Source: an optimization exercise on an open RTL-to-GDS flow (aim: small area, a short achievable clock period and few clock cycles). Production flows keep margins and buffers that such runs may drop. At most, simulation tests tie the RTL to the original design; equivalence was not proved. Function not checked in run 1: the RTL went through the layout flow alone. The clock cells of runs 2 to 7 come from the design's own scripts or RTL, not from TritonCTS. The clock port is modelled as an ideal driver, which makes a skipped or thinned clock tree look cheaper than it is; a real chip needs a root buffer or a tree. No activity file was given, so power comes from the tool's default toggle rates.

$ cat flow/flow/run.sh
#!/bin/bash
# Own layout flow: the standard ORFS flow, except that the clock tree is
# built by flow/cts.tcl (a copy of ORFS's cts.tcl whose TritonCTS call is
# replaced by one level of clock buffers, see manual_clock_tree there).
# Every tool's output goes to a log in this folder.
set -euo pipefail
W=$(pwd)
rm -rf "$W/scripts"
cp -r "$FLOW_HOME/scripts" "$W/scripts"
cp "$W/flow/cts.tcl" "$W/scripts/cts.tcl"
export SCRIPTS_DIR="$W/scripts"
export CLKTREE_NBUF=${CLKTREE_NBUF:-4}
export CLKTREE_BUF=${CLKTREE_BUF:-sky130_fd_sc_hd__clkbuf_16}
[ -f "$W/flow/env.sh" ] && source "$W/flow/env.sh"
bash standard.sh synth > "$W/flow_synth.log" 2>&1
bash standard.sh floorplan > "$W/flow_floorplan.log" 2>&1
bash standard.sh place > "$W/flow_place.log" 2>&1
bash standard.sh cts > "$W/flow_cts.log" 2>&1
bash standard.sh finish > "$W/flow_finish.log" 2>&1
test -s "$W/out/final.def"
$ cat flow/flow/cts.tcl
utl::set_metrics_stage "cts__{}"
source $::env(SCRIPTS_DIR)/load.tcl
source $::env(SCRIPTS_DIR)/lec_check.tcl
erase_non_stage_variables cts
load_design 3_place.odb 3_place.sdc
source_step_tcl PRE CTS

# Clone clock tree inverters next to register loads
# so cts does not try to buffer the inverted clocks.
repair_clock_inverters

proc save_progress { stage } {
  puts "Run 'make gui_$stage.odb' to load progress snapshot"
  orfs_write_db $::env(RESULTS_DIR)/$stage.odb
  orfs_write_sdc $::env(RESULTS_DIR)/$stage.sdc
}

# Run CTS
set cts_args [list \
  -sink_clustering_enable \
  -repair_clock_nets]

append_env_var cts_args CTS_BUF_DISTANCE -distance_between_buffers 1
append_env_var cts_args CTS_CLUSTER_SIZE -sink_clustering_size 1
append_env_var cts_args CTS_CLUSTER_DIAMETER -sink_clustering_max_diameter 1
append_env_var cts_args CTS_BUF_LIST -buf_list 1
append_env_var cts_args CTS_LIB_NAME -library 1


if { [env_var_exists_and_non_empty CTS_ARGS] } {
  set cts_args $::env(CTS_ARGS)
}

set_dont_use $::env(DONT_USE_CELLS)

proc manual_clock_tree { nb bufname } {
  set block [ord::get_db_block]
  set clknet [[get_net -of_objects [get_ports clk]] name]
  set clknet [$block findNet $clknet]
  set master [[ord::get_db] findMaster $bufname]
  set pts {}
  foreach it [$clknet getITerms] {
    set b [[$it getInst] getBBox]
    lappend pts [list [expr {([$b xMin] + [$b xMax]) / 2}] [expr {([$b yMin] + [$b yMax]) / 2}] $it]
  }
  # k-means on the clock pins, seeded along the diagonal of their box
  set xs [lsort -integer [lmap p $pts {lindex $p 0}]]
  set ys [lsort -integer [lmap p $pts {lindex $p 1}]]
  set x0 [lindex $xs 0]; set x1 [lindex $xs end]
  set y0 [lindex $ys 0]; set y1 [lindex $ys end]
  set cent {}
  if {$nb == 4} {
    foreach fx {0.25 0.75} { foreach fy {0.25 0.75} {
      lappend cent [list [expr {$x0 + $fx * ($x1 - $x0)}] [expr {$y0 + $fy * ($y1 - $y0)}]] } }
  } else {
    for {set i 0} {$i < $nb} {incr i} {
      set f [expr {($i + 0.5) / $nb}]
      lappend cent [list [expr {$x0 + $f * ($x1 - $x0)}] [expr {$y0 + 0.5 * ($y1 - $y0)}]]
    }
  }
  for {set iter 0} {$iter < 30} {incr iter} {
    set grp [lrepeat $nb {}]
    foreach p $pts {
      set best 0; set bd 1e30
      for {set i 0} {$i < $nb} {incr i} {
        set c [lindex $cent $i]
        set d [expr {abs([lindex $p 0] - [lindex $c 0]) + abs([lindex $p 1] - [lindex $c 1])}]
        if {$d < $bd} { set bd $d; set best $i }
      }
      lset grp $best [concat [lindex $grp $best] [list $p]]
    }
    set newc {}
    for {set i 0} {$i < $nb} {incr i} {
      set g [lindex $grp $i]
      if {[llength $g] == 0} { lappend newc [lindex $cent $i]; continue }
      set sx 0; set sy 0
      foreach p $g { set sx [expr {$sx + [lindex $p 0]}]; set sy [expr {$sy + [lindex $p 1]}] }
      lappend newc [list [expr {double($sx) / [llength $g]}] [expr {double($sy) / [llength $g]}]]
    }
    set cent $newc
  }
  for {set i 0} {$i < $nb} {incr i} {
    set g [lindex $grp $i]
    if {[llength $g] == 0} { continue }
    set inst [odb::dbInst_create $block $master clkbuf_m$i]
    set net [odb::dbNet_create $block clknet_m$i]
    $net setSigType CLOCK
    foreach p $g { set it [lindex $p 2]; $it disconnect; $it connect $net }
    set c [lindex $cent $i]
    $inst setLocation [expr {int([lindex $c 0]) - [$master getWidth] / 2}] [expr {int([lindex $c 1]) - [$master getHeight] / 2}]
    $inst setPlacementStatus PLACED
    [$inst findITerm A] connect $clknet
    [$inst findITerm X] connect $net
    puts "clock buffer clkbuf_m$i ($bufname) drives [llength $g] clock pins"
  }
  set_propagated_clock [all_clocks]
}
manual_clock_tree $::env(CLKTREE_NBUF) $::env(CLKTREE_BUF)

utl::push_metrics_stage "cts__{}__pre_repair_timing"
log_cmd estimate_parasitics -placement
if { $::env(DETAILED_METRICS) } {
  report_metrics 4 "cts pre-repair-timing"
}
utl::pop_metrics_stage

set_placement_padding -global \
  -left $::env(CELL_PAD_IN_SITES_DETAIL_PLACEMENT) \
  -right $::env(CELL_PAD_IN_SITES_DETAIL_PLACEMENT)

set result [catch { detailed_placement } msg]
if { $result != 0 } {
  save_progress 4_1_error
  error "Detailed placement failed in CTS: $msg"
}

log_cmd estimate_parasitics -placement

if { $::env(CTS_SNAPSHOTS) } {
  save_progress 4_1_pre_repair_hold_setup
}

if { !$::env(SKIP_CTS_REPAIR_TIMING) } {
  if { $::env(EQUIVALENCE_CHECK) } {
    write_eqy_verilog 4_before_rsz.v
  }
  if { $::env(LEC_CHECK) } {
    write_lec_verilog 4_before_rsz_lec.v
  }

  repair_timing_helper

  if { $::env(EQUIVALENCE_CHECK) } {
    run_equivalence_test
  }
  if { $::env(LEC_CHECK) } {
    write_lec_verilog 4_after_rsz_lec.v
    run_lec_test 4_rsz 4_before_rsz_lec.v 4_after_rsz_lec.v
  }

  set result [catch { detailed_placement } msg]
  if { $result != 0 } {
    save_progress 4_1_error
    error "Detailed placement failed in CTS: $msg"
  }

  check_placement -verbose
}

report_metrics 4 "cts final"

source_step_tcl POST CTS

orfs_write_db $::env(RESULTS_DIR)/4_1_cts.odb
orfs_write_sdc $::env(RESULTS_DIR)/4_cts.sdc
$ cat flow/standard.sh
#!/bin/bash
# synth_recipe.tcl (not shown) runs the flow's synth.tcl, then flattens the netlist and writes it again
# the make line also repeats each setting of config.mk as NAME=value (left out here)
make -C /OpenROAD-flow-scripts/flow DESIGN_CONFIG=/design/flow/config.mk WORK_HOME=/design/flow/orfs CLKGATE_MAP_FILE= SYNTH_SCRIPT=/design/flow/synth_recipe.tcl "${@:-finish}"
$ cat flow/config.mk
export PLATFORM = sky130hd
export DESIGN_NAME = ELA
export DESIGN_NICKNAME = ELA
export VERILOG_FILES = /design/flow/design.v
export SDC_FILE = /design/flow/constraint.sdc
export NUM_CORES = 8
export LEC_CHECK = 0
export CAP_MARGIN = 20
export CORE_MARGIN = 2
export CORE_UTILIZATION = 40
export SETUP_SLACK_MARGIN = 3.3
export SLEW_MARGIN = 20
$ cat flow/constraint.sdc
create_clock -name core_clock -period 5.0 [get_ports {clk}]
set_input_delay 1.0000 -clock core_clock [delete_from_list [all_inputs] [get_ports {clk}]]
set_output_delay 1.0000 -clock core_clock [all_outputs]
set_load 0.01 [all_outputs]
$ cat flow/design.v
`timescale 1ns/10ps
module ELA(clk, rst, in_data, data_rd, req, wen, addr, data_wr, done);
	input				clk;
	input				rst;
	input		[7:0]	in_data;
	input		[7:0]	data_rd;
	output	reg			req;
	output	reg			wen;
	output	reg	[9:0]	addr;
	output	reg	[7:0]	data_wr;
	output	reg			done;
	reg			main, vld;
	reg			s0, s1, s2;
	reg	[4:0]	k;
	reg	[3:0]	j;
	reg	[7:0]	xr, v, yr, p, q;
	reg	[7:0]	dreg, sreg, bd, bs;
	wire [8:0] sum = xr + yr;
	wire [8:0] dif = {1'b0, xr} - {1'b0, yr};
	wire [7:0] ad = dif[8] ? -dif[7:0] : dif[7:0];
	wire lt = dreg < bd;
	wire edge_col = (k == 5'd1) || (k == 5'd2);
	wire upd = s1 | (lt & ~edge_col & (s2 | s0));
	wire [4:0] k1 = k + 5'd1;
	always @(posedge clk) begin
		dreg <= ad;
		sreg <= sum[8:1];
		if (upd) begin
			bd <= dreg;
			bs <= sreg;
		end
		if (s0) begin
			xr <= v;
			v <= xr;
		end else if (s1)
			xr <= data_rd;
		if (s0)
			yr <= data_wr;
		else if (s1)
			yr <= q;
		else
			yr <= p;
		if (s1) begin
			p <= yr;
			q <= p;
		end
		data_wr <= s1 ? bs : in_data;
		addr[4:0] <= s1 ? k - 5'd2 : k;
		addr[5] <= s1;
		if (!main)
			addr[9:6] <= 4'd0;
		else if (s2)
			addr[9:6] <= j + 4'd1;
		else if (s1 && k[4:1] == 4'd0)
			addr[9:6] <= j - 4'd1;
		else
			addr[9:6] <= j;
	end
	always @(posedge clk or posedge rst) begin
		if (rst) begin
			main <= 1'b0;
			vld <= 1'b0;
			s0 <= 1'b0;
			s1 <= 1'b0;
			s2 <= 1'b0;
			k <= 5'd0;
			j <= 4'd0;
			req <= 1'b1;
			wen <= 1'b0;
			done <= 1'b0;
		end else if (done) begin
			req <= 1'b0;
			wen <= 1'b0;
		end else if (!main) begin
			vld <= req;
			if (vld) k <= k1;
			wen <= vld;
			if (vld && k == 5'd31) begin
				main <= 1'b1;
				s2 <= 1'b1;
				req <= 1'b0;
			end
		end else begin
			s0 <= s2;
			s1 <= s0;
			s2 <= s1;
			req <= s0;
			if (s1) begin
				k <= k1;
				if (k == 5'd31) j <= j + 4'd1;
			end
			if (s2) begin
				wen <= (j != 4'd15);
				if (j == 4'd15 && k == 5'd2) begin
					done <= 1'b1;
					main <= 1'b0;
					wen <= 1'b0;
				end
			end else
				wen <= s1;
		end
	end
endmodule
==> results of run 1 <==
## power groups by stage
stage	registers, W	clock network, W	logic (W)
after floorplan	0.000934	0	0.00000761
after global placement	0.000933	0	0.0000311
after detailed placement	0.000933	0	0.0000312
## how the worst max path moves through the flow
| stage | slack [ns] | startpoint | depth (start not counted) | to |
|---|---|---|---|---|
| floorplan | 2.98 | xr[0]$_DFFE_PP_ | 9 | dreg[1]$_DFF_P_ |
| global placement | 2.89 | xr[0]$_DFFE_PP_ | 9 | dreg[1]$_DFF_P_ |
| detailed placement | 2.83 | xr[0]$_DFFE_PP_ | 10 | dreg[7]$_DFF_P_ |
## kinds of logic after synthesis
family | synth area share (%)
fa+ha+maj | 9.71
compound gates | 8.07
mux | 7.00
buf+inv | 4.16
xor+xnor | 5.60
flops | 58.0
simple gates | 7.43
## through the flow
step / setup slack, ns / cell area (um2)
after floorplan: 2.98 / 4680
after global placement: 2.89 / 5190
after detailed placement: 2.83 / 5190
## Yosys cell counts, drive strengths merged, types with 2 or more instances
| cell type | count |
|---|---|
| nand2b | 4 |
| o31ai | 3 |
| dfrtp | 16 |
| xor2 | 8 |
| nor3 | 3 |
| inv | 34 |
| a211oi | 2 |
| ha | 33 |
| nor2 | 31 |
| nand3 | 6 |
| edfxtp | 48 |
| mux2 | 21 |
| mux2i | 9 |
| fa | 2 |
| buf | 7 |
| a21oi | 16 |
| o21ai | 13 |
| o21bai | 6 |
| nand2 | 15 |
| and3 | 4 |
| clkbuf | 6 |
| dfxtp | 42 |
| nor2b | 3 |
| nor3b | 2 |
| o21a | 3 |
| xnor2 | 21 |
| a31oi | 3 |
==> results.py, run 1 <==
metrics = {
    "run_status": {
        "status": "aborted with a tool error",
        "stop_stage": "clock tree synthesis (4_1_cts)",
        "error_line": "[ERROR STA-0100] unsupported object type Port.",
    },
    "yosys": {
        "yosysTopAreaCellShare_pct": 30.9,
        "yosys.area.top_type": "edfxtp_1",
        "synth.avg_cell_area_um2": 12.4,
        "synthDistinctLibCells": 55,
        "yosys_warnings": 1,
        "synth_edf_count": 48,
        "synth_area_leaders": "edfxtp_1 (31%), dfxtp_1 (18%), ha_1 (8.8%)",
        "netlist_area_um2": 4670,
        "async_flop_share_pct": 15.9,
        "synth_nets": 428,
        "netlist_instances": 375,
        "ys.flop_type": "edfxtp_1",
        "synth-seq-cells": 107,
        "ys_seq_area_share_pct": 58.0,
    },
    "placed_design": {
        "gp_congestion": 0.761,
        "hpwl_um": 5380,
        "dp.cells": 545,
        "port_buffers": 38,
    },
    "floorplanning": {
        "start_util_pct": 40.9,
        "rows": 39,
        "die_y_um": 112,
        "io_pins": 39,
        "die_width_um": 112,
    },
}
==> run 2, diff against run 1 <==
--- a/flow/design.v
+++ b/flow/design.v
@@ -5,27 +5,31 @@
 	input		[7:0]	in_data;
 	input		[7:0]	data_rd;
-	output	reg			req;
+	output				req;
 	output	reg			wen;
 	output	reg	[9:0]	addr;
 	output	reg	[7:0]	data_wr;
 	output	reg			done;
-	reg			main, vld;
+	reg			main, vld, nreq;
+	assign req = ~nreq;
 	reg			s0, s1, s2;
 	reg	[4:0]	k;
 	reg	[3:0]	j;
 	reg	[7:0]	xr, v, yr, p, q;
-	reg	[7:0]	dreg, sreg, bd, bs;
+	reg	[8:0]	dreg, bd;
+	reg	[7:0]	sreg, bs;
 	wire [8:0] sum = xr + yr;
-	wire [8:0] dif = {1'b0, xr} - {1'b0, yr};
-	wire [7:0] ad = dif[8] ? -dif[7:0] : dif[7:0];
-	wire lt = dreg < bd;
+	wire [8:0] e = {1'b0, xr} + {1'b0, ~yr};
+	wire [7:0] m = e[8] ? e[7:0] : ~e[7:0];
+	wire [10:0] cmp = {2'b00, dreg[7:0], 1'b1} + {~bd[8], ~bd, dreg[8]};
+	wire lt = cmp[10];
+	wire [8:0] dm1 = dreg[8] ? {1'b0, dreg[7:0]} : {1'b0, dreg[7:0]} - 9'd1;
 	wire edge_col = (k == 5'd1) || (k == 5'd2);
 	wire upd = s1 | (lt & ~edge_col & (s2 | s0));
 	wire [4:0] k1 = k + 5'd1;
 	always @(posedge clk) begin
-		dreg <= ad;
+		dreg <= {e[8], m};
 		sreg <= sum[8:1];
 		if (upd) begin
-			bd <= dreg;
+			bd <= dm1;
 			bs <= sreg;
 		end
@@ -66,12 +70,12 @@
 			k <= 5'd0;
 			j <= 4'd0;
-			req <= 1'b1;
+			nreq <= 1'b0;
 			wen <= 1'b0;
 			done <= 1'b0;
 		end else if (done) begin
-			req <= 1'b0;
+			nreq <= 1'b1;
 			wen <= 1'b0;
 		end else if (!main) begin
-			vld <= req;
+			vld <= ~nreq;
 			if (vld) k <= k1;
 			wen <= vld;
@@ -79,5 +83,5 @@
 				main <= 1'b1;
 				s2 <= 1'b1;
-				req <= 1'b0;
+				nreq <= 1'b1;
 			end
 		end else begin
@@ -85,5 +89,5 @@
 			s1 <= s0;
 			s2 <= s1;
-			req <= s0;
+			nreq <= ~s0;
 			if (s1) begin
 				k <= k1;
--- a/flow/flow/cts.tcl
+++ b/flow/flow/cts.tcl
@@ -36,6 +36,5 @@
 proc manual_clock_tree { nb bufname } {
   set block [ord::get_db_block]
-  set clknet [[get_net -of_objects [get_ports clk]] name]
-  set clknet [$block findNet $clknet]
+  set clknet [[$block findBTerm clk] getNet]
   set master [[ord::get_db] findMaster $bufname]
   set pts {}
--- a/flow/config.mk
+++ b/flow/config.mk
@@ -9,4 +9,4 @@
 export CORE_MARGIN = 2
 export CORE_UTILIZATION = 40
-export SETUP_SLACK_MARGIN = 3.3
+export SETUP_SLACK_MARGIN = 3.5
 export SLEW_MARGIN = 20
==> run 2 against run 1 <==
Net effect:
- now clean on timing, DRC and antenna
- synthesized cell count increased by 8.5%
- area after synthesis increased by 4.5%
==> results.py, run 2 <==
metrics = {
    "run_status": {
        "status": "no timing/DRC/antenna violations",
    },
    "detailed_routing": {
        "drt_first_pass_iters": 4,
        "drc_errors": 0,
        "drt_iter0_markers": 138,
        "dr_total_vias": 3099,
        "routedWlPerCell_um": 15.1,
        "via_per_inst": 5.01,
        "ant_nets": 0,
        "routed_wl_um": 9330,
    },
    "timing": {
        "rsz0062_at_grt": "true",
        "hold_viol": 0,
        "timing.final.max_slew_violations": 0,
        "finalCriticalPeriod_ns": 2.04,
        "holdWs_ns": 0.412,
        "setup_viol": 0,
        "worst_pin_slew_ns": 0.464,
        "fmax_mhz": 490,
        "max_slew_margin_pct": 69.1,
        "fin_crit_sh_pct": 40.8,
        "setup_tns_ns": 0,
        "fin_skew_ns": 0.0144,
    },
    "finish": {
        "largest_reg_flops": 10,
        "final_common_cell": "edfxtp_1",
        "drive_gt1_share_pct": 33.5,
        "antenna_cells": 0,
        "fin_nets": 527,
        "layout_common_cells": "edfxtp_1 (49), inv_1 (29), dfxtp_1 (29)",
        "fin_area_um2": 6140,
        "reg_top3": "addr (10), bd (9), dreg (9)",
        "fillers": 1056,
        "largest_register": "addr",
        "areaGrowthSynthToFinish_pct": 26.0,
    },
    "yosys": {
        "synth_area_leaders": "edfxtp_1 (30%), dfxtp_1 (18%), dfrtp_1 (8.7%)",
        "synth_fa_ha_area_share_pct": 9.55,
        "ys_seq_area_share_pct": 56.6,
        "yosys-mux-area-fraction_pct": 5.80,
        "synth_top_family_by_area": "adder cells",
        "synthXorXnorAreaFrac_pct": 6.29,
        "yosysTopAreaCellShare_pct": 30.2,
        "yosysMostFrequentCell": "edfxtp_1",
        "synth_compound_area_share_pct": 8.57,
        "synth_simple_gate_area_share_pct": 9.16,
        "yosys-top-cells-count": "edfxtp_1 (49), dfxtp_1 (43), ha_1 (34)",
        "async_flop_share_pct": 15.6,
        "netlist_instances": 407,
        "synth-seq-cells": 109,
        "synth.avg_cell_area_um2": 12.0,
        "yosys.area.top_type": "edfxtp_1",
        "synth_edf_count": 49,
        "yosys_warnings": 1,
        "ys.flop_type": "edfxtp_1",
        "synthDistinctLibCells": 47,
        "netlist_area_um2": 4880,
        "synth_nets": 461,
    },
    "setup_path": {
        "required_ns": 5.08,
        "start_kind": "flip-flop",
        "critPathMaxFanout": 3,
        "cp-end-kind": "flip-flop",
        "critPathKind": "reg2reg",
        "worstPathArrival_ns": 2.12,
    },
    "job": {
        "maxCapViolations": 0,
    },
    "global_route": {
        "grt_usage_pct": 14.4,
        "grt_pass1_vias": 3125,
        "gr-total-overflow": 0,
        "grt_max_degree": 40,
        "grt_pass1_wl_um": 15400,
        "antenna_found_initial": 0,
    },
    "floorplanning": {
        "rows": 40,
        "fp.coreArea_um2": 12000,
        "io_pins": 39,
        "start_util_pct": 40.8,
        "die_y_um": 114,
        "die_width_um": 114,
        "die_area_um2": 13100,
    },
    "placed_design": {
        "gp_congestion": 0.856,
        "port_buffers": 38,
        "place_area_um2": 5450,
        "hpwl_um": 6230,
    },
    "min_path": {
        "hold_class": "reg2reg",
    },
    "clock_network": {
        "hold_buffers": 0,
        "path_clk_slew_ns": 0.09,
        "clk_latency_ns": 0.16,
    },
    "power_and_ir_drop": {
        "power.density_nw_per_um2": 269,
        "ir_drop_mv": 0.167,
        "power_w": 0.00165,
        "p_leak_nw": 2.53,
    },
}
[run 2: changes by cell type after synthesis, moves of 5 or more]
cell      previous run  this run
nand2_1             15        28
nor2_1              29        17
o21ai_0             10        19
nor3_1               3         9
o211ai_1             0         5
xor2_1               7        12
[run 2: worst paths after layout]
kind	startpoint	endpoint	slack, ns	cells after the start
max	xr[0]$_DFFE_PP_	dreg[7]$_DFF_P_	2.96	7
min	sreg[0]$_DFF_P_	bs[0]$_DFFE_PP_	0.41	0
max reg2reg	xr[0]$_DFFE_PP_	dreg[7]$_DFF_P_	2.96	7
min reg2reg	sreg[0]$_DFF_P_	bs[0]$_DFFE_PP_	0.41	0
max in group asynchronous	rst	k[2]$_DFFE_PP0P_	3.68	3
min in group asynchronous	rst	nreq$_DFFE_PP0P_	1.18	3
[run 2: cells by family (layout without fill, tap and decap cells)]
| family | after synthesis | count (layout) |
|---|---|---|
| adder cells (fa/ha/maj) | 36 | 36 |
| AND/OR/NAND/NOR | 91 | 91 |
| XOR/XNOR | 35 | 35 |
| AO/OA/AOI/OAI | 61 | 61 |
| multiplexers | 26 | 26 |
| flip-flops | 109 | 109 |
| buffers and inverters | 49 | 113 |
[run 2: area by class of cell]
cell class,instances,area [um2],area share (%)
Sequential cell,109,2780,45.3
Multi-Input combinational cell,249,2280,37.1
Inverter,34,131,2.14
Buffer,4,100,1.63
Timing Repair Buffer,75,669,10.9
Tap cell,147,184,2.99
[run 2: routing by layer]
layer  up-vias  track usage, %  wire [um]
li1       1530               -          -
met1      1517            19.0       4090
met2        48            26.7       4820
met3         4            1.01        359
met4         0            1.63         60
met5         -               0          0
[run 2: repair_timing]
item / in CTS / in global routing
endpoints found under the hold margin: 0 / 0
pin swaps: 12 / 22
gates resized for setup: 183 / 35
buffers inserted: 27 / 8
setup endpoints to repair: 109 / 79
[run 2: worst max-delay path, stage by stage (launching register included)]
cell and delay [ns]:
edfxtp_1 0.41, ha_2 0.21, fa_2 0.40, a21oi_4 0.15
o221ai_2 0.12, o21a_1 0.22, o41ai_2 0.27, xor2_1 0.19
[run 2: power breakdown]
part           switching [W]  internal (W)
clock               0.000204      0.000147
sequential         0.0000334       0.00101
combinational       0.000126      0.000129
[run 2: through the flow]
step,worst slack [ns],std cells,util [%]
detailed placement,2.91,579,45.6
finish,2.96,618,51.4
global placement,2.93,579,45.6
floorplan,3.12,407,-
global route,2.90,618,51.4
CTS,2.94,610,49.7
Testbench counts of run 2, summed over its fixed seeds: cycles 47,392.
==> run 3, diff against run 2 <==
--- a/flow/config.mk
+++ b/flow/config.mk
@@ -9,4 +9,4 @@
 export CORE_MARGIN = 2
 export CORE_UTILIZATION = 40
-export SETUP_SLACK_MARGIN = 3.5
+export SETUP_SLACK_MARGIN = 3.3
 export SLEW_MARGIN = 20
==> run 3 against run 2 <==
Net effect:
- sequential power hardly changed
- clock skew is 0.016 ns higher
- area after synthesis stayed put
==> results.py, run 3 <==
metrics = {
    "clock_network": {
        "path_clk_slew_ns": 0.12,
        "hold_buffers": 0,
        "clk_latency_ns": 0.18,
    },
    "detailed_routing": {
        "routed_wl_um": 8420,
        "routedWlPerCell_um": 13.8,
        "drt_iter0_markers": 145,
        "drc_errors": 0,
        "drt_first_pass_iters": 4,
        "via_per_inst": 4.90,
        "ant_nets": 0,
        "dr_total_vias": 2983,
    },
    "yosys": {
        "netlist_instances": 407,
        "synth-seq-cells": 109,
        "async_flop_share_pct": 15.6,
        "yosys_warnings": 1,
        "yosysMostFrequentCell": "edfxtp_1",
        "yosysTopAreaCellShare_pct": 30.2,
        "netlist_area_um2": 4880,
        "ys_seq_area_share_pct": 56.6,
        "synthDistinctLibCells": 47,
        "yosys.area.top_type": "edfxtp_1",
        "synth_area_leaders": "edfxtp_1 (30%), dfxtp_1 (18%), dfrtp_1 (8.7%)",
        "synth.avg_cell_area_um2": 12.0,
        "ys.flop_type": "edfxtp_1",
        "yosys-top-cells-count": "edfxtp_1 (49), dfxtp_1 (43), ha_1 (34)",
        "synth_edf_count": 49,
        "synth_nets": 461,
    },
    "power_and_ir_drop": {
        "p_leak_nw": 2.43,
        "ir_drop_mv": 0.158,
        "power_w": 0.00167,
        "power.density_nw_per_um2": 284,
    },
    "floorplanning": {
        "start_util_pct": 40.8,
        "die_area_um2": 13100,
        "die_width_um": 114,
        "rows": 40,
        "fp.coreArea_um2": 12000,
        "io_pins": 39,
        "die_y_um": 114,
    },
    "setup_path": {
        "start_kind": "flip-flop",
        "slowest_delay_ns": 0.38,
        "worstPathArrival_ns": 2.05,
        "cp-end-kind": "flip-flop",
        "critPathMaxFanout": 3,
        "required_ns": 5.10,
        "cp.depth": 8,
        "path_cells": "inv_1 > ha_2 > fa_2 > a21oi_4 > o221ai_2 > o21a_1 > o41ai_2 > xor2_1",
        "ff2ff_path_depth": 8,
        "crit_buf_inv": 1,
        "cp_top_family": "compound AO/OA/AOI/OAI gates",
        "critPathKind": "reg2reg",
        "cp_slowest_cell": "fa_2",
    },
    "global_route": {
        "gr-total-overflow": 0,
        "grt_pass1_wl_um": 14100,
        "grt_usage_pct": 12.8,
        "grt_pass1_vias": 2897,
        "antenna_found_initial": 0,
        "grt_max_degree": 37,
    },
    "finish": {
        "fillers": 1080,
        "final_common_cell": "edfxtp_1",
        "multi_input_area_um2": 2160,
        "antenna_cells": 0,
        "largest_reg_flops": 10,
        "fin_util_pct": 49.2,
        "layout_common_cells": "edfxtp_1 (49), dfxtp_1 (31), inv_1 (29)",
        "reg_top3": "addr (10), bd (9), dreg (9)",
        "fin_nets": 518,
        "areaGrowthSynthToFinish_pct": 20.8,
        "largest_register": "addr",
        "seqCellArea_um2": 2780,
        "instances_no_fill": 609,
        "drive_gt1_share_pct": 28.1,
    },
    "timing": {
        "rsz0062_at_grt": "true",
        "worst_pin_slew_ns": 0.461,
        "fmax_mhz": 512,
        "timing.final.max_slew_violations": 0,
        "finalCriticalPeriod_ns": 1.95,
        "setup_tns_ns": 0,
        "fin_crit_sh_pct": 39.1,
        "hold_viol": 0,
        "max_slew_margin_pct": 69.2,
        "fin_skew_ns": 0.0305,
        "setup_ws_ns": 3.05,
        "setup_viol": 0,
    },
    "placed_design": {
        "port_buffers": 38,
        "hpwl_um": 5650,
        "post-place-ws_ns": 2.91,
        "gp_congestion": 0.813,
        "dp.cells": 579,
    },
    "job": {
        "maxCapViolations": 0,
    },
    "min_path": {
        "worstHoldPathCells": 0,
        "hold_class": "reg2reg",
    },
    "run_status": {
        "status": "no timing/DRC/antenna violations",
    },
}
==> run 3: cell counts after synthesis <==
No cell type changed its count.
==> run 3: logic make-up after synthesis <==
group	after synthesis	synth area share, %
compound gates	61	8.57
fa+ha+maj	36	9.55
xor+xnor	35	6.29
flops	109	56.6
buf+inv	49	4.08
simple gates	91	9.16
mux	26	5.80
==> run 3: layout make-up <==
type                            instances  area share [%]
Sequential cell                       109            47.2
Multi-Input combinational cell        249            36.6
Timing Repair Buffer                   66            9.13
Tap cell                              147            3.12
Inverter                               34            2.23
Buffer                                  4            1.70
==> run 3: routing by layer <==
| layer | wire [um] | share of wire [%] | GRT usage, % |
|---|---|---|---|
| met2 | 4220 | 50 | 22.8 |
| met3 | 233 | 2.8 | 1.01 |
| met4 | 66 | 0.78 | 1.06 |
| met1 | 3900 | 46 | 17.9 |
| met5 | 0 | 0 | 0 |
==> run 3: stage by stage <==
step                area [um2]  hold slack [ns]
finish                    5890            0.395
detailed placement        5420            0.389
CTS                       5710            0.397
floorplan                 4910            0.386
global route              5890            0.410
global placement          5420            0.389
==> run 3: repair_timing <==
action | 4_1_cts | 5_1_grt
endpoints found under the hold margin | 0 | 0
endpoints found under the setup margin | 84 | 43
resized for setup | 120 | 33
pin swaps | 10 | 18
buffers inserted | 15 | 9
cloned | 0 | 2
==> run 3: path summary, 6_finish.rpt <==
path                            startpoint                to  slack [ns]
max                          yr[0]$_DFF_P_   dreg[7]$_DFF_P_        3.05
min                        sreg[6]$_DFF_P_   bs[6]$_DFFE_PP_        0.39
min in group asynchronous              rst  j[3]$_DFFE_PP0P_        1.16
min reg2reg                sreg[6]$_DFF_P_   bs[6]$_DFFE_PP_        0.39
max reg2reg                  yr[0]$_DFF_P_   dreg[7]$_DFF_P_        3.05
max in group asynchronous              rst  k[1]$_DFFE_PP0P_        3.55
==> run 3: where the power goes <==
group	internal (W)	leakage [nW]	total, W	switching (W)
sequential	0.00101	1.04	0.00104	0.0000312
combinational	0.000150	1.35	0.000281	0.000131
clock	0.000147	0.0493	0.000351	0.000204
==> run 4, diff against run 3 <==
==> flow/flow/env.sh (new file) <==
export BUFFER_PORTS_ARGS="-buffer_cell sky130_fd_sc_hd__buf_1"
==> run 4 against run 3 <==
Net effect:
- via count grew 0.80%
- clock power grew 2%
- worst hold slack gained 0.011 ns
- total power grew 3.7%
- maximum frequency shrank 1.6%
- combinational power grew 19%
- sequential power is essentially flat
- cell count shrank 0.16%
- clock skew shrank 0.0053 ns
- largest cell class unchanged
==> results.py, run 4 <==
metrics = {
    "global_route": {
        "grt_usage_pct": 13.3,
        "grt_pass1_vias": 2984,
        "gr-total-overflow": 0,
        "grt_pass1_wl_um": 14400,
        "antenna_found_initial": 0,
        "grt_max_degree": 37,
    },
    "yosys": {
        "yosysTopAreaCellShare_pct": 30.2,
        "yosys_warnings": 1,
        "synth_edf_count": 49,
        "synthDistinctLibCells": 47,
        "netlist_area_um2": 4880,
        "netlist_instances": 407,
        "synth_area_leaders": "edfxtp_1 (30%), dfxtp_1 (18%), dfrtp_1 (8.7%)",
        "async_flop_share_pct": 15.6,
        "yosys-top-cells-count": "edfxtp_1 (49), dfxtp_1 (43), ha_1 (34)",
        "synth_nets": 461,
        "synth.avg_cell_area_um2": 12.0,
        "yosys.area.top_type": "edfxtp_1",
        "ys_seq_area_share_pct": 56.6,
        "yosysMostFrequentCell": "edfxtp_1",
        "ys.flop_type": "edfxtp_1",
        "synth-seq-cells": 109,
    },
    "power_and_ir_drop": {
        "ir_drop_mv": 0.156,
        "power.density_nw_per_um2": 298,
        "p_leak_nw": 2.31,
    },
    "timing": {
        "timing.final.max_slew_violations": 0,
        "hold_viol": 0,
        "rsz0062_at_grt": "true",
        "fmax_mhz": 504,
        "setup_viol": 0,
        "worst_pin_slew_ns": 0.665,
        "fin_crit_sh_pct": 39.7,
        "setup_tns_ns": 0,
        "fin_skew_ns": 0.0253,
        "max_slew_margin_pct": 55.6,
        "finalCriticalPeriod_ns": 1.99,
    },
    "finish": {
        "largest_register": "addr",
        "fin_nets": 517,
        "largest_reg_flops": 10,
        "layout_common_cells": "edfxtp_1 (49), dfxtp_1 (35), inv_1 (31)",
        "seqCellArea_um2": 2780,
        "drive_gt1_share_pct": 24.7,
        "multi_input_area_um2": 2170,
        "antenna_cells": 0,
        "reg_top3": "addr (10), bd (9), dreg (9)",
        "fin_util_pct": 48.6,
        "final_common_cell": "edfxtp_1",
        "areaGrowthSynthToFinish_pct": 19.3,
        "fillers": 1076,
    },
    "clock_network": {
        "clk_latency_ns": 0.17,
        "hold_buffers": 0,
        "path_clk_slew_ns": 0.12,
    },
    "detailed_routing": {
        "routed_wl_um": 8870,
        "dr_total_vias": 3007,
        "routedWlPerCell_um": 14.6,
        "ant_nets": 0,
        "drc_errors": 0,
        "via_per_inst": 4.95,
        "drt_iter0_markers": 150,
        "drt_first_pass_iters": 4,
    },
    "setup_path": {
        "worstPathArrival_ns": 2.08,
        "slowest_delay_ns": 0.43,
        "required_ns": 5.09,
        "start_kind": "flip-flop",
        "cp_top_family": "compound AO/OA/AOI/OAI gates",
        "critPathMaxFanout": 3,
        "critPathKind": "reg2reg",
        "cp-end-kind": "flip-flop",
        "cp_slowest_cell": "edfxtp_1",
        "path_cells": "ha_2 > fa_2 > a21oi_4 > o221ai_2 > o21a_1 > o41ai_2 > xor2_1",
        "crit_buf_inv": 0,
    },
    "job": {
        "maxCapViolations": 0,
    },
    "floorplanning": {
        "io_pins": 39,
        "start_util_pct": 40.8,
        "die_area_um2": 13100,
        "die_y_um": 114,
        "fp.coreArea_um2": 12000,
        "rows": 40,
        "die_width_um": 114,
    },
    "placed_design": {
        "port_buffers": 38,
        "hpwl_um": 5900,
        "gp_congestion": 0.777,
    },
    "min_path": {
        "hold_class": "reg2reg",
    },
    "run_status": {
        "status": "no timing/DRC/antenna violations",
    },
}
==> run 4: cell counts after synthesis <==
Identical to the previous run, type by type.
==> run 4: report_power, final <==
group          internal, W  switching, W
clock             0.000148      0.000210
combinational     0.000188      0.000145
sequential         0.00101     0.0000344
total              0.00135      0.000390
==> run 4: cells by family (layout without fill, tap and decap cells) <==
group / after synthesis / after routing / synth area share, %
AND/OR/NAND/NOR: 91 / 91 / 9.16
multiplexers: 26 / 26 / 5.80
flip-flops: 109 / 109 / 56.6
XOR/XNOR: 35 / 35 / 6.29
AO/OA/AOI/OAI: 61 / 61 / 8.57
adder cells (fa/ha/maj): 36 / 36 / 9.55
buffers and inverters: 49 / 103 / 4.08
==> run 4: repair_timing <==
item | CTS | global route
buffers inserted | 16 | 7
endpoints found under the setup margin | 45 | 54
gates resized for setup | 37 | 39
cloned | 2 | 0
pin swaps | 13 | 13
==> run 4: path summary, 6_finish.rpt <==
kind / cells after the start / startpoint / endpoint / slack (ns)
min in group asynchronous: 2 / rst / s0$_DFFE_PP0P_ / 0.88
setup reg to reg: 7 / xr[0]$_DFFE_PP_ / dreg[7]$_DFF_P_ / 3.01
setup / recovery: 7 / xr[0]$_DFFE_PP_ / dreg[7]$_DFF_P_ / 3.01
hold reg to reg: 0 / sreg[7]$_DFF_P_ / bs[7]$_DFFE_PP_ / 0.41
hold / removal: 0 / sreg[7]$_DFF_P_ / bs[7]$_DFFE_PP_ / 0.41
max in group asynchronous: 2 / rst / done$_DFF_PP0_ / 3.63
==> run 4: cell type report <==
type	instances	area share, %
buffer	4	1.72
timing repair buffer	65	7.87
inverter	34	2.19
multi-input combinational	249	37.3
sequential	109	47.7
tap	147	3.16
==> run 4: metal layers <==
metal  track usage [%]  wire, um  vias to the layer above
met3              1.06       218                        2
li1                  -         -                     1509
met1              17.9      4060                     1459
met2              24.3      4520                       37
met4              1.06        60                        0
met5                 0         0                        -
==> run 4: metrics by stage <==
stage	hold WS, ns	worst slack [ns]	std cells	total power, W	area (um2)
2_1_floorplan	0.386	3.12	407	0.00119	4910
3_3_place_gp	0.387	2.95	579	0.00124	5180
3_5_place_dp	0.391	2.95	579	0.00125	5180
4_1_cts	0.410	3.07	601	0.00172	5600
5_1_grt	0.418	2.94	608	0.00181	5820
6_report	0.406	3.01	608	0.00174	5820
==> run 5, diff against run 4 <==
--- a/flow/design.v
+++ b/flow/design.v
@@ -18,6 +18,26 @@
 	reg	[8:0]	dreg, bd;
 	reg	[7:0]	sreg, bs;
-	wire [8:0] sum = xr + yr;
-	wire [8:0] e = {1'b0, xr} + {1'b0, ~yr};
+	wire [7:0] yn = ~yr;
+	wire [7:0] sp = xr ^ yr;	 
+	wire [7:0] ep = xr ^ yn;	 
+	reg [7:0] sg, sq, eg, eq;	 
+	integer l, i, t;
+	always @(*) begin
+		sg = xr & yr;
+		sq = sp;
+		eg = xr & yn;
+		eq = ep;
+		for (l = 0; l < 3; l = l + 1)
+			for (i = 0; i < 8; i = i + 1)
+				if ((i >> l) & 1) begin
+					t = ((i >> (l + 1)) << (l + 1)) + (1 << l) - 1;
+					sg[i] = sg[i] | (sq[i] & sg[t]);
+					sq[i] = sq[i] & sq[t];
+					eg[i] = eg[i] | (eq[i] & eg[t]);
+					eq[i] = eq[i] & eq[t];
+				end
+	end
+	wire [8:0] sum = {sg[7], sp ^ {sg[6:0], 1'b0}};
+	wire [8:0] e = {eg[7], ep ^ {eg[6:0], 1'b0}};
 	wire [7:0] m = e[8] ? e[7:0] : ~e[7:0];
 	wire [10:0] cmp = {2'b00, dreg[7:0], 1'b1} + {~bd[8], ~bd, dreg[8]};
removed: flow/flow/env.sh
==> run 5 against run 4 <==
Net effect:
- synthesized cell count is 8.6% lower
- still clean on timing, DRC and antenna
- sequential cell count unchanged
- sequential power hardly changed
- highest routed layer unchanged
- die area fell by 3.3%
- via count shrank 10%
- routed wire length is 14% lower
==> results.py, run 5 <==
metrics = {
    "yosys": {
        "synth.avg_cell_area_um2": 12.7,
        "netlist_area_um2": 4710,
        "async_flop_share_pct": 15.6,
        "synth_simple_gate_area_share_pct": 6.27,
        "synth_nets": 428,
        "synthXorXnorAreaFrac_pct": 6.14,
        "yosys.area.top_type": "edfxtp_1",
        "synth_area_leaders": "edfxtp_1 (31%), dfxtp_1 (18%), dfrtp_1 (9.0%)",
        "ys.flop_type": "edfxtp_1",
        "synthDistinctLibCells": 44,
        "synth_compound_area_share_pct": 7.04,
        "ys_seq_area_share_pct": 58.5,
        "synth-seq-cells": 109,
        "yosysTopAreaCellShare_pct": 31.2,
        "yosysMostFrequentCell": "edfxtp_1",
        "synth_edf_count": 49,
        "yosys_warnings": 1,
        "synth_fa_ha_area_share_pct": 11.0,
        "yosys-top-cells-count": "edfxtp_1 (49), dfxtp_1 (43), inv_1 (35)",
        "yosys-mux-area-fraction_pct": 6.88,
        "synth_top_family_by_area": "adder cells",
        "netlist_instances": 372,
    },
    "finish": {
        "largest_reg_flops": 10,
        "instances_no_fill": 560,
        "fin_area_um2": 5560,
        "antenna_cells": 0,
        "drive_gt1_share_pct": 26.1,
        "reg_top3": "addr (10), bd (9), dreg (9)",
        "largest_register": "addr",
        "fin_util_pct": 48.5,
        "final_common_cell": "edfxtp_1",
        "fin_nets": 475,
        "areaGrowthSynthToFinish_pct": 18.0,
        "layout_common_cells": "edfxtp_1 (49), inv_1 (33), dfxtp_1 (30)",
        "fillers": 1025,
    },
    "timing": {
        "fin_crit_sh_pct": 41.3,
        "finalCriticalPeriod_ns": 2.07,
        "setup_viol": 0,
        "timing.final.max_slew_violations": 0,
        "worst_pin_slew_ns": 0.450,
        "hold_viol": 0,
        "setup_ws_ns": 2.93,
        "max_slew_margin_pct": 70.0,
        "setup_tns_ns": 0,
        "fin_skew_ns": 0.0408,
        "fmax_mhz": 484,
        "rsz0062_at_grt": "true",
    },
    "setup_path": {
        "critPathMaxFanout": 2,
        "crit_buf_inv": 0,
        "r2r-end": "dreg[4]$_DFF_P_",
        "rrSetupSlack_ns": 2.93,
        "required_ns": 5.12,
        "crit-reg2reg-launch": "xr[0]$_DFFE_PP_",
        "slowest_delay_ns": 0.52,
        "cp-end-kind": "flip-flop",
        "startpoint": "xr[0]$_DFFE_PP_",
        "crit_path_frequent_cell": "fa_2",
        "start_kind": "flip-flop",
        "cp_slowest_cell": "fa_2",
        "cp.depth": 6,
        "ff2ff_path_depth": 6,
        "worstPathArrival_ns": 2.19,
        "crit_path_end": "dreg[4]$_DFF_P_",
        "critPathKind": "reg2reg",
        "cp_top_family": "adder cells",
        "path_cells": "ha_2 > fa_2 > a21o_1 > a21o_2 > fa_2 > xor2_1",
    },
    "clock_network": {
        "clk_latency_ns": 0.18,
        "path_clk_slew_ns": 0.12,
    },
    "global_route": {
        "grt_max_degree": 37,
        "antenna_found_initial": 0,
        "grt_usage_pct": 12.0,
        "gr-total-overflow": 0,
        "grt_pass1_wl_um": 12800,
        "grt_pass1_vias": 2627,
    },
    "placed_design": {
        "hpwl_um": 5330,
        "gp_congestion": 0.765,
        "dp.cells": 541,
        "post-place-ws_ns": 2.82,
        "place_area_um2": 5260,
        "port_buffers": 38,
    },
    "power_and_ir_drop": {
        "power.density_nw_per_um2": 292,
        "p_leak_nw": 2.31,
        "ir_drop_mv": 0.191,
    },
    "detailed_routing": {
        "ant_nets": 0,
        "dr_total_vias": 2701,
        "routed_wl_um": 7630,
        "drc_errors": 0,
        "routedWlPerCell_um": 13.6,
        "via_per_inst": 4.82,
        "drt_first_pass_iters": 4,
        "drt_iter0_markers": 82,
    },
    "floorplanning": {
        "die_area_um2": 12700,
        "io_pins": 39,
        "die_width_um": 113,
        "die_y_um": 113,
        "start_util_pct": 41.1,
        "rows": 39,
        "fp.coreArea_um2": 11500,
    },
    "min_path": {
        "hold_class": "reg2reg",
    },
    "run_status": {
        "status": "no timing/DRC/antenna violations",
    },
    "job": {
        "maxCapViolations": 0,
    },
}
-- run 5: cell count changes after synthesis, sizes merged, moves of 3 or more --
cell    before  now
nand3        6    1
fa           2    6
o21ai       20   16
nand2b       7    4
nor3         9    6
o41ai        3    0
mux2i        8   11
nor2        17   14
nor2b        6    1
o211ai       5    2
a21o         0    3
nand2       28   21
-- run 5: worst min-delay path by stage --
stage,from,endpoint,slack (ns),cells past startpoint
6_report,sreg[4]$_DFF_P_,bs[4]$_DFFE_PP_,0.41,0
2_1_floorplan,sreg[0]$_DFF_P_,bs[0]$_DFFE_PP_,0.39,0
3_3_place_gp,sreg[2]$_DFF_P_,bs[2]$_DFFE_PP_,0.39,0
4_1_cts,sreg[4]$_DFF_P_,bs[4]$_DFFE_PP_,0.41,0
3_5_place_dp,sreg[0]$_DFF_P_,bs[0]$_DFFE_PP_,0.39,0
5_1_grt,sreg[4]$_DFF_P_,bs[4]$_DFFE_PP_,0.42,0
-- run 5: stage by stage --
step / hold WS (ns) / total power (W)
6_report: 0.409 / 0.00162
5_1_grt: 0.420 / 0.00170
4_1_cts: 0.410 / 0.00165
3_5_place_dp: 0.389 / 0.00124
3_3_place_gp: 0.387 / 0.00123
2_1_floorplan: 0.386 / 0.00118
-- run 5: what timing repair did --
item / in CTS / in global routing
resized for setup: 110 / 27
pin swaps: 8 / 9
setup endpoints to repair: 88 / 55
cloned: 1 / 0
hold buffers: 0 / 0
setup buffers: 13 / 1
-- run 5: cell type report --
| class | count | area (um2) | share of cell area (%) |
|---|---|---|---|
| Buffer | 4 | 100 | 1.80 |
| Inverter | 36 | 139 | 2.50 |
| Multi-Input combinational cell | 213 | 1920 | 34.6 |
| Sequential cell | 109 | 2780 | 50.0 |
| Tap cell | 143 | 179 | 3.22 |
| Timing Repair Buffer | 55 | 439 | 7.90 |
-- run 5: cell families after synthesis --
group	count (synthesis)
muxes	30
DFF	109
adders and majority gates	38
and+or+nand+nor	61
buffers and inverters	50
xor gates and xnor gates	33
AOI/OAI and AO/OA	51
-- run 5: power breakdown --
part | switching, W | internal [W] | total (W)
Combinational | 0.000110 | 0.000118 | 0.000227
Clock | 0.000212 | 0.000148 | 0.000360
Sequential | 0.0000307 | 0.00101 | 0.00104
Total | 0.000352 | 0.00127 | 0.00162
-- run 5: layer usage --
| layer | GRT usage [%] | vias up | routed length [um] |
|---|---|---|---|
| met2 | 21.0 | 30 | 3680 |
| met4 | 0.894 | 0 | 74 |
| met3 | 1.03 | 4 | 232 |
| li1 | - | 1361 | - |
| met1 | 17.0 | 1306 | 3650 |
| met5 | 0 | - | 0 |
Testbench counts of run 5, summed over its fixed seeds: cycles 47,392.
==> run 6, diff against run 5 <==
--- a/flow/flow/cts.tcl
+++ b/flow/flow/cts.tcl
@@ -34,38 +34,37 @@
 set_dont_use $::env(DONT_USE_CELLS)
 
-proc manual_clock_tree { nb bufname } {
-  set block [ord::get_db_block]
-  set clknet [[$block findBTerm clk] getNet]
-  set master [[ord::get_db] findMaster $bufname]
-  set pts {}
-  foreach it [$clknet getITerms] {
-    set b [[$it getInst] getBBox]
-    lappend pts [list [expr {([$b xMin] + [$b xMax]) / 2}] [expr {([$b yMin] + [$b yMax]) / 2}] $it]
-  }
-  # k-means on the clock pins, seeded along the diagonal of their box
-  set xs [lsort -integer [lmap p $pts {lindex $p 0}]]
-  set ys [lsort -integer [lmap p $pts {lindex $p 1}]]
+proc kmeans_groups { pts nb } {
+  set xs [lsort -real [lmap p $pts {lindex $p 0}]]
+  set ys [lsort -real [lmap p $pts {lindex $p 1}]]
   set x0 [lindex $xs 0]; set x1 [lindex $xs end]
   set y0 [lindex $ys 0]; set y1 [lindex $ys end]
   set cent {}
-  if {$nb == 4} {
-    foreach fx {0.25 0.75} { foreach fy {0.25 0.75} {
-      lappend cent [list [expr {$x0 + $fx * ($x1 - $x0)}] [expr {$y0 + $fy * ($y1 - $y0)}]] } }
-  } else {
-    for {set i 0} {$i < $nb} {incr i} {
-      set f [expr {($i + 0.5) / $nb}]
-      lappend cent [list [expr {$x0 + $f * ($x1 - $x0)}] [expr {$y0 + 0.5 * ($y1 - $y0)}]]
-    }
+  set side [expr {int(ceil(sqrt($nb)))}]
+  set rows [expr {int(ceil(double($nb) / $side))}]
+  for {set i 0} {$i < $nb} {incr i} {
+    set cx [expr {$i % $side}]; set cy [expr {$i / $side}]
+    lappend cent [list [expr {$x0 + ($cx + 0.5) / $side * ($x1 - $x0)}] [expr {$y0 + ($cy + 0.5) / $rows * ($y1 - $y0)}]]
   }
-  for {set iter 0} {$iter < 30} {incr iter} {
-    set grp [lrepeat $nb {}]
+  # balanced k-means: no group takes more than its share of the points
+  set cap [expr {int(ceil(double([llength $pts]) / $nb))}]
+  for {set iter 0} {$iter < 40} {incr iter} {
+    set pairs {}
+    set n 0
     foreach p $pts {
-      set best 0; set bd 1e30
       for {set i 0} {$i < $nb} {incr i} {
         set c [lindex $cent $i]
-        set d [expr {abs([lindex $p 0] - [lindex $c 0]) + abs([lindex $p 1] - [lindex $c 1])}]
-        if {$d < $bd} { set bd $d; set best $i }
+        lappend pairs [list [expr {abs([lindex $p 0] - [lindex $c 0]) + abs([lindex $p 1] - [lindex $c 1])}] $n $i]
       }
-      lset grp $best [concat [lindex $grp $best] [list $p]]
+      incr n
+    }
+    set grp [lrepeat $nb {}]
+    set cnt [lrepeat $nb 0]
+    set done [lrepeat [llength $pts] 0]
+    foreach pr [lsort -real -index 0 $pairs] {
+      lassign $pr d n i
+      if {[lindex $done $n] || [lindex $cnt $i] >= $cap} { continue }
+      lset done $n 1
+      lset cnt $i [expr {[lindex $cnt $i] + 1}]
+      lset grp $i [concat [lindex $grp $i] [list [lindex $pts $n]]]
     }
     set newc {}
@@ -79,21 +78,51 @@
     set cent $newc
   }
-  for {set i 0} {$i < $nb} {incr i} {
+  return [list $grp $cent]
+}
+
+# Drive each group of iterms (points {x y iterm}) from a new buffer of
+# master bufname placed at the group's centre, fed by net src; returns the
+# buffers' input points.
+proc buffer_groups { grp cent bufname src prefix } {
+  set block [ord::get_db_block]
+  set master [[ord::get_db] findMaster $bufname]
+  set ins {}
+  for {set i 0} {$i < [llength $grp]} {incr i} {
     set g [lindex $grp $i]
     if {[llength $g] == 0} { continue }
-    set inst [odb::dbInst_create $block $master clkbuf_m$i]
-    set net [odb::dbNet_create $block clknet_m$i]
+    set inst [odb::dbInst_create $block $master ${prefix}$i]
+    set net [odb::dbNet_create $block clknet_${prefix}$i]
     $net setSigType CLOCK
     foreach p $g { set it [lindex $p 2]; $it disconnect; $it connect $net }
     set c [lindex $cent $i]
-    $inst setLocation [expr {int([lindex $c 0]) - [$master getWidth] / 2}] [expr {int([lindex $c 1]) - [$master getHeight] / 2}]
+    set x [expr {int([lindex $c 0]) - [$master getWidth] / 2}]
+    set y [expr {int([lindex $c 1]) - [$master getHeight] / 2}]
+    $inst setLocation $x $y
     $inst setPlacementStatus PLACED
-    [$inst findITerm A] connect $clknet
+    [$inst findITerm A] connect $src
     [$inst findITerm X] connect $net
-    puts "clock buffer clkbuf_m$i ($bufname) drives [llength $g] clock pins"
+    lappend ins [list [lindex $c 0] [lindex $c 1] [$inst findITerm A]]
+    puts "clock buffer ${prefix}$i ($bufname) drives [llength $g] pins"
   }
+  return $ins
+}
+
+proc manual_clock_tree { } {
+  set block [ord::get_db_block]
+  set clknet [[$block findBTerm clk] getNet]
+  set pts {}
+  foreach it [$clknet getITerms] {
+    set b [[$it getInst] getBBox]
+    lappend pts [list [expr {([$b xMin] + [$b xMax]) / 2.0}] [expr {([$b yMin] + [$b yMax]) / 2.0}] $it]
+  }
+  if {[info exists ::env(CLKTREE_LEAF)] && $::env(CLKTREE_LEAF) ne ""} {
+    lassign [kmeans_groups $pts $::env(CLKTREE_NLEAF)] grp cent
+    set pts [buffer_groups $grp $cent $::env(CLKTREE_LEAF) $clknet clkleaf_]
+  }
+  lassign [kmeans_groups $pts $::env(CLKTREE_NBUF)] grp cent
+  buffer_groups $grp $cent $::env(CLKTREE_BUF) $clknet clkroot_
   set_propagated_clock [all_clocks]
 }
-manual_clock_tree $::env(CLKTREE_NBUF) $::env(CLKTREE_BUF)
+manual_clock_tree
 
 utl::push_metrics_stage "cts__{}__pre_repair_timing"
==> run 6 against run 5 <==
Net effect:
- still clean on timing, DRC and antenna
- design area grew 1.3%
- critical path depth up 3
- area after synthesis is the same
- via count rose by 0.37%
- largest power group unchanged
- highest routed layer unchanged
==> results.py, run 6 <==
metrics = {
    "finish": {
        "final_common_cell": "edfxtp_1",
        "fin_util_pct": 49.1,
        "fin_nets": 480,
        "layout_common_cells": "edfxtp_1 (49), dfxtp_1 (32), inv_1 (31)",
        "drive_gt1_share_pct": 27.5,
        "fin_area_um2": 5630,
        "largest_register": "addr",
        "largest_reg_flops": 10,
        "reg_top3": "addr (10), bd (9), dreg (9)",
        "antenna_cells": 0,
        "areaGrowthSynthToFinish_pct": 19.6,
    },
    "placed_design": {
        "hpwl_um": 5330,
        "place_area_um2": 5260,
        "port_buffers": 38,
        "post-place-ws_ns": 2.82,
        "gp_congestion": 0.765,
    },
    "setup_path": {
        "crit_buf_inv": 2,
        "slowest_delay_ns": 0.41,
        "rrSetupSlack_ns": 2.89,
        "path_cells": "ha_2 > fa_2 > a21o_1 > a41oi_2 > o21ai_4 > buf_6 > buf_6 > a21oi_4 > mux2i_1",
        "start_kind": "flip-flop",
        "r2r-end": "dreg[7]$_DFF_P_",
        "crit-reg2reg-launch": "xr[0]$_DFFE_PP_",
        "required_ns": 5.10,
        "cp-end-kind": "flip-flop",
        "crit_path_frequent_cell": "buf_6",
        "ff2ff_path_depth": 9,
        "cp_top_family": "compound AO/OA/AOI/OAI gates",
        "critPathMaxFanout": 3,
        "critPathKind": "reg2reg",
        "cp_slowest_cell": "edfxtp_1",
        "worstPathArrival_ns": 2.20,
    },
    "min_path": {
        "worstHoldStart": "sreg[0]$_DFF_P_",
        "hold_end": "bs[0]$_DFFE_PP_",
        "worstHoldPathCells": 0,
        "hold_class": "reg2reg",
    },
    "timing": {
        "setup_ws_ns": 2.89,
        "finalCriticalPeriod_ns": 2.11,
        "max_slew_margin_pct": 70.1,
        "fmax_mhz": 475,
        "setup_tns_ns": 0,
        "rsz0062_at_grt": "true",
        "timing.final.max_slew_violations": 0,
        "hold_viol": 0,
        "setup_viol": 0,
        "fin_skew_ns": 0.0125,
        "fin_crit_sh_pct": 42.1,
        "worst_pin_slew_ns": 0.448,
    },
    "yosys": {
        "yosysTopAreaCellShare_pct": 31.2,
        "yosys.area.top_type": "edfxtp_1",
        "async_flop_share_pct": 15.6,
        "yosys-top-cells-count": "edfxtp_1 (49), dfxtp_1 (43), inv_1 (35)",
        "synth_nets": 428,
        "synth-seq-cells": 109,
        "synth.avg_cell_area_um2": 12.7,
        "netlist_instances": 372,
        "synth_area_leaders": "edfxtp_1 (31%), dfxtp_1 (18%), dfrtp_1 (9.0%)",
        "ys.flop_type": "edfxtp_1",
        "yosysMostFrequentCell": "edfxtp_1",
        "synthDistinctLibCells": 44,
        "netlist_area_um2": 4710,
        "yosys_warnings": 1,
        "ys_seq_area_share_pct": 58.5,
        "synth_edf_count": 49,
    },
    "detailed_routing": {
        "drc_errors": 0,
        "wl_met2_um": 3740,
        "dr_total_vias": 2711,
        "top_layer": "met4",
        "wirelength_met1_um": 3720,
        "routedWlPerCell_um": 13.7,
        "met3_length_um": 221,
        "drt_iter0_markers": 86,
        "routed_wl_um": 7770,
        "via_per_inst": 4.80,
        "drt_first_pass_iters": 4,
        "ant_nets": 0,
    },
    "floorplanning": {
        "io_pins": 39,
        "die_width_um": 113,
        "fp.coreArea_um2": 11500,
        "rows": 39,
        "die_area_um2": 12700,
        "die_y_um": 113,
        "start_util_pct": 41.1,
    },
    "global_route": {
        "gr-total-overflow": 0,
        "grt_usage_pct": 12.0,
        "grt_pass1_vias": 2609,
        "antenna_found_initial": 0,
        "grt_max_degree": 37,
        "grt_pass1_wl_um": 12900,
    },
    "power_and_ir_drop": {
        "swShare_pct": 21.9,
        "sequentialPowerShare_pct": 62.0,
        "power.switching_w": 0.000367,
        "p_int_w": 0.00131,
        "ir_drop_mv": 0.166,
        "power.density_nw_per_um2": 297,
        "p_leak_nw": 2.36,
        "clkPwrFrac_pct": 21.6,
        "combPwrFrac_pct": 16.4,
    },
    "clock_network": {
        "path_clk_slew_ns": 0.10,
        "hold_buffers": 0,
        "clk_latency_ns": 0.16,
    },
    "job": {
        "maxCapViolations": 0,
    },
    "run_status": {
        "status": "no timing/DRC/antenna violations",
    },
}
run 6: power by group through the flow:
stage	clock [W]	sequential (W)	combinational (W)
after global placement	0	0.00106	0.000178
final	0.000362	0.00104	0.000274
after global routing	0.000409	0.00105	0.000301
after floorplan	0	0.00105	0.000129
after detailed placement	0	0.00106	0.000183
after CTS	0.000376	0.00104	0.000246
run 6: worst max path at each step:
stage	slack, ns	endpoint	start	depth (start not counted)
after detailed placement	2.82	dreg[0]$_DFF_P_	xr[0]$_DFFE_PP_	7
after CTS	2.87	dreg[2]$_DFF_P_	xr[0]$_DFFE_PP_	8
after floorplan	2.96	dreg[4]$_DFF_P_	xr[0]$_DFFE_PP_	6
after global routing	2.80	dreg[7]$_DFF_P_	xr[0]$_DFFE_PP_	9
final	2.89	dreg[7]$_DFF_P_	xr[0]$_DFFE_PP_	9
after global placement	2.87	dreg[5]$_DFF_P_	xr[0]$_DFFE_PP_	7
run 6: cell families (layout without fill, tap and decap cells):
group	count (synthesis)	count (layout)	share of synthesized area [%]
compound gates	51	51	7.04
xor+xnor	33	33	6.14
fa+ha+maj	38	38	11.0
buf+inv	50	100	4.09
flops	109	109	58.5
mux	30	30	6.88
simple gates	61	61	6.27
run 6: area by class of cell:
cell class / instances / area (um2)
buffer: 4 / 100
fill: 1017 / 5830
inverter: 36 / 139
multi-input combinational: 213 / 1930
sequential: 109 / 2780
tap: 143 / 179
timing repair buffer: 60 / 508
run 6: through the flow:
| stage | power, W | std cells | hold slack, ns |
|---|---|---|---|
| after floorplan | 0.00118 | 372 | 0.386 |
| after global placement | 0.00123 | 541 | 0.387 |
| after detailed placement | 0.00124 | 541 | 0.389 |
| after CTS | 0.00166 | 560 | 0.414 |
| after global routing | 0.00176 | 565 | 0.422 |
| final | 0.00167 | 565 | 0.412 |
run 6: repair_timing:
action                                  in CTS  in global routing
gates cloned                                 1                  1
gates resized for setup                    118                 24
endpoints found under the setup margin      88                 49
buffers inserted                            14                  4
pin swaps                                    7                 11
run 6: layer usage:
layer / vias to the layer above / global-route usage (%)
li1: 1370 / -
met1: 1307 / 17.2
met2: 28 / 20.9
met3: 6 / 1.03
met4: 0 / 0.976
met5: - / 0
==> run 7, diff against run 6 <==
==> flow/flow/env.sh (new file) <==
export ADDER_MAP_FILE=""
==> run 7 against run 6 <==
Net effect:
- still clean
- sequential share of layout area increased by 0.89 points
- sequential cell count unchanged
- global-route usage increased by 1.4 points
- area after synthesis decreased by 4.0%
- maximum frequency decreased by 16%
- setup slack got worse by 0.39 ns
==> results.py, run 7 <==
metrics = {
    "timing": {
        "setup_viol": 0,
        "timing.final.max_slew_violations": 0,
        "fin_crit_sh_pct": 49.9,
        "fmax_mhz": 401,
        "holdWs_ns": 0.411,
        "max_slew_margin_pct": 69.6,
        "rsz0062_at_grt": "true",
        "hold_viol": 0,
        "setup_tns_ns": 0,
        "fin_skew_ns": 0.0132,
        "worst_pin_slew_ns": 0.456,
        "finalCriticalPeriod_ns": 2.50,
        "setup_ws_ns": 2.50,
    },
    "power_and_ir_drop": {
        "combPwrFrac_pct": 11.6,
        "p_int_w": 0.00125,
        "clkPwrFrac_pct": 23.3,
        "ir_drop_mv": 0.182,
        "power.switching_w": 0.000335,
        "sequentialPowerShare_pct": 65.1,
        "swShare_pct": 21.2,
        "p_leak_nw": 2.19,
        "power.density_nw_per_um2": 286,
    },
    "finish": {
        "fin_nets": 451,
        "areaGrowthSynthToFinish_pct": 22.5,
        "reg_top3": "addr (10), bd (9), dreg (9)",
        "fillers": 994,
        "layout_common_cells": "edfxtp_1 (49), dfxtp_1 (32), nand2_1 (27), xnor2_1 (27), nor2_1 (26)",
        "final_common_cell": "edfxtp_1",
        "drive_gt1_share_pct": 30.4,
        "largest_reg_flops": 10,
        "fin_area_um2": 5540,
        "largest_register": "addr",
        "antenna_cells": 0,
    },
    "detailed_routing": {
        "routed_wl_um": 8090,
        "via_per_inst": 4.91,
        "drt_iter0_markers": 105,
        "routedWlPerCell_um": 14.2,
        "dr_total_vias": 2804,
        "ant_nets": 0,
        "drc_errors": 0,
        "drt_first_pass_iters": 4,
    },
    "floorplanning": {
        "io_pins": 39,
        "die_width_um": 110,
        "rows": 38,
        "die_y_um": 110,
        "fp.coreArea_um2": 10900,
        "die_area_um2": 12200,
        "start_util_pct": 41.4,
    },
    "placed_design": {
        "gp_congestion": 0.790,
        "place_area_um2": 5080,
        "hpwl_um": 5000,
        "port_buffers": 38,
        "post-place-ws_ns": 2.26,
    },
    "setup_path": {
        "crit_buf_inv": 1,
        "path_cells": "maj3_2 > maj3_2 > maj3_2 > maj3_2 > a221o_1 > a21oi_4 > buf_12",
        "cp_slowest_cell": "dfxtp_2",
        "start_kind": "flip-flop",
        "critPathMaxFanout": 10,
        "cp_top_family": "adder cells",
        "slowest_delay_ns": 0.36,
        "critPathKind": "reg2reg",
        "startpoint": "dreg[0]$_DFF_P_",
        "worstPathArrival_ns": 2.38,
        "rrSetupSlack_ns": 2.50,
        "crit-reg2reg-launch": "dreg[0]$_DFF_P_",
        "cp-end-kind": "flip-flop",
        "crit_path_frequent_cell": "maj3_2",
        "required_ns": 4.89,
    },
    "global_route": {
        "grt_pass1_vias": 2691,
        "grt_use_met1_pct": 18.7,
        "grt_max_degree": 38,
        "gr-total-overflow": 0,
        "grt_usage_pct": 13.4,
        "grt_pass1_wl_um": 13100,
        "busiest_layer": "met2",
        "use_met2_pct": 23.5,
        "antenna_found_initial": 0,
        "grtUsageMet3_pct": 0.588,
    },
    "clock_network": {
        "clk_latency_ns": 0.17,
        "hold_buffers": 0,
        "path_clk_slew_ns": 0.11,
    },
    "yosys": {
        "yosys_warnings": 1,
        "yosys.area.top_type": "edfxtp_1",
        "async_flop_share_pct": 15.6,
        "synth_edf_count": 49,
        "ys.flop_type": "edfxtp_1",
        "ys_seq_area_share_pct": 61.0,
        "yosys-top-cells-count": "edfxtp_1 (49), dfxtp_1 (43), xnor2_1 (34)",
        "synthDistinctLibCells": 45,
        "yosysMostFrequentCell": "edfxtp_1",
        "synth_nets": 392,
        "synth_area_leaders": "edfxtp_1 (33%), dfxtp_1 (19%), dfrtp_1 (9.4%)",
        "netlist_area_um2": 4520,
        "synth-seq-cells": 109,
        "synth.avg_cell_area_um2": 12.1,
        "yosysTopAreaCellShare_pct": 32.5,
        "netlist_instances": 374,
    },
    "run_status": {
        "status": "no timing/DRC/antenna violations",
    },
    "min_path": {
        "hold_class": "reg2reg",
        "worstHoldStart": "sreg[0]$_DFF_P_",
    },
    "job": {
        "maxCapViolations": 0,
    },
}
[run 7: cell types whose count changed after synthesis, sizes merged, moves of 8 or more]
cell	delta
ha	-32
xnor2	+12
inv	-16
clkbuf	+8
nor2	+14
maj3	+14
[run 7: metal layers]
| metal | vias up | wire, um |
|---|---|---|
| li1 | 1413 | - |
| met1 | 1344 | 3750 |
| met2 | 37 | 3950 |
| met3 | 10 | 209 |
| met4 | 0 | 174 |
| met5 | - | 0 |
[run 7: final timing paths]
kind | endpoint | depth (start not counted)
setup / recovery | bd[4]$_DFFE_PP_ | 7
hold / removal | bs[0]$_DFFE_PP_ | 0
setup reg to reg | bd[4]$_DFFE_PP_ | 7
hold reg to reg | bs[0]$_DFFE_PP_ | 0
max in group asynchronous | k[2]$_DFFE_PP0P_ | 2
min in group asynchronous | j[3]$_DFFE_PP0P_ | 2
[run 7: final cells by class]
cell class | count | area, um2 | share of cell area [%]
sequential | 109 | 2780 | 50.2
tap | 140 | 175 | 3.16
buffer | 4 | 100 | 1.81
inverter | 20 | 78.8 | 1.42
multi-input combinational | 228 | 1820 | 32.8
timing repair buffer | 70 | 587 | 10.6
[run 7: cell families (layout without fill, tap and decap cells)]
logic type / after synthesis / count (layout) / share of synthesized area, %
compound gates: 50 / 50 / 7.53
xor+xnor: 48 / 48 / 9.30
fa+ha+maj: 14 / 14 / 3.29
buf+inv: 37 / 94 / 3.07
flops: 109 / 109 / 61.0
mux: 29 / 29 / 6.95
simple gates: 87 / 87 / 8.88
[run 7: per-stage QoR]
stage	instances	util, %	power (W)
floorplan	374	-	0.00114
detailed placement	536	46.4	0.00120
global route	571	50.6	0.00165
global placement	536	46.4	0.00119
CTS	565	49.6	0.00159
finish	571	50.6	0.00158
[run 7: power groups by stage]
stage                     combinational, W  clock, W  sequential (W)
after floorplan                   0.000106         0         0.00104
after global placement            0.000142         0         0.00105
after detailed placement          0.000145         0         0.00105
after CTS                         0.000177  0.000380         0.00103
after global routing              0.000202  0.000414         0.00104
final                             0.000184  0.000368         0.00103
[run 7: repair_timing]
action	4_1_cts	5_1_grt
endpoints found under the setup margin	84	40
gates cloned	0	0
hold endpoints to repair	0	0
pin swaps	7	10
setup buffers	25	6
resized for setup	127	14

[separate check: timing with driven ports]
How much do the figures lean on ideal ports? The routed layouts below were timed once more, with nothing changed but the port constraints.
Step 1 assumes that a clkbuf_16 drives the clock port and a buf_2 every other input.
Step 2 also shifts input and output timing later by t, the mid clock arrival at the registers, as if the neighbouring blocks saw the same clock.
Three values: ideal, step 1, step 2; two values: the first two.
run	t (ns)	slack for setup (ns)	worst register clock-pin slew, ns
run 2	0.240	2.959 / 2.959 / 2.959	0.10 / 0.10
run 3	0.242	3.047 / 3.047 / 3.047	0.12 / 0.12
run 4	0.244	3.015 / 3.015 / 3.015	0.12 / 0.12
run 5	0.240	2.933 / 2.933 / 2.933	0.12 / 0.12
run 6	0.241	2.895 / 2.895 / 2.895	0.10 / 0.10
run 7	0.246	2.504 / 2.504 / 2.504	0.11 / 0.11
After both steps setup and hold are still met in every run listed.
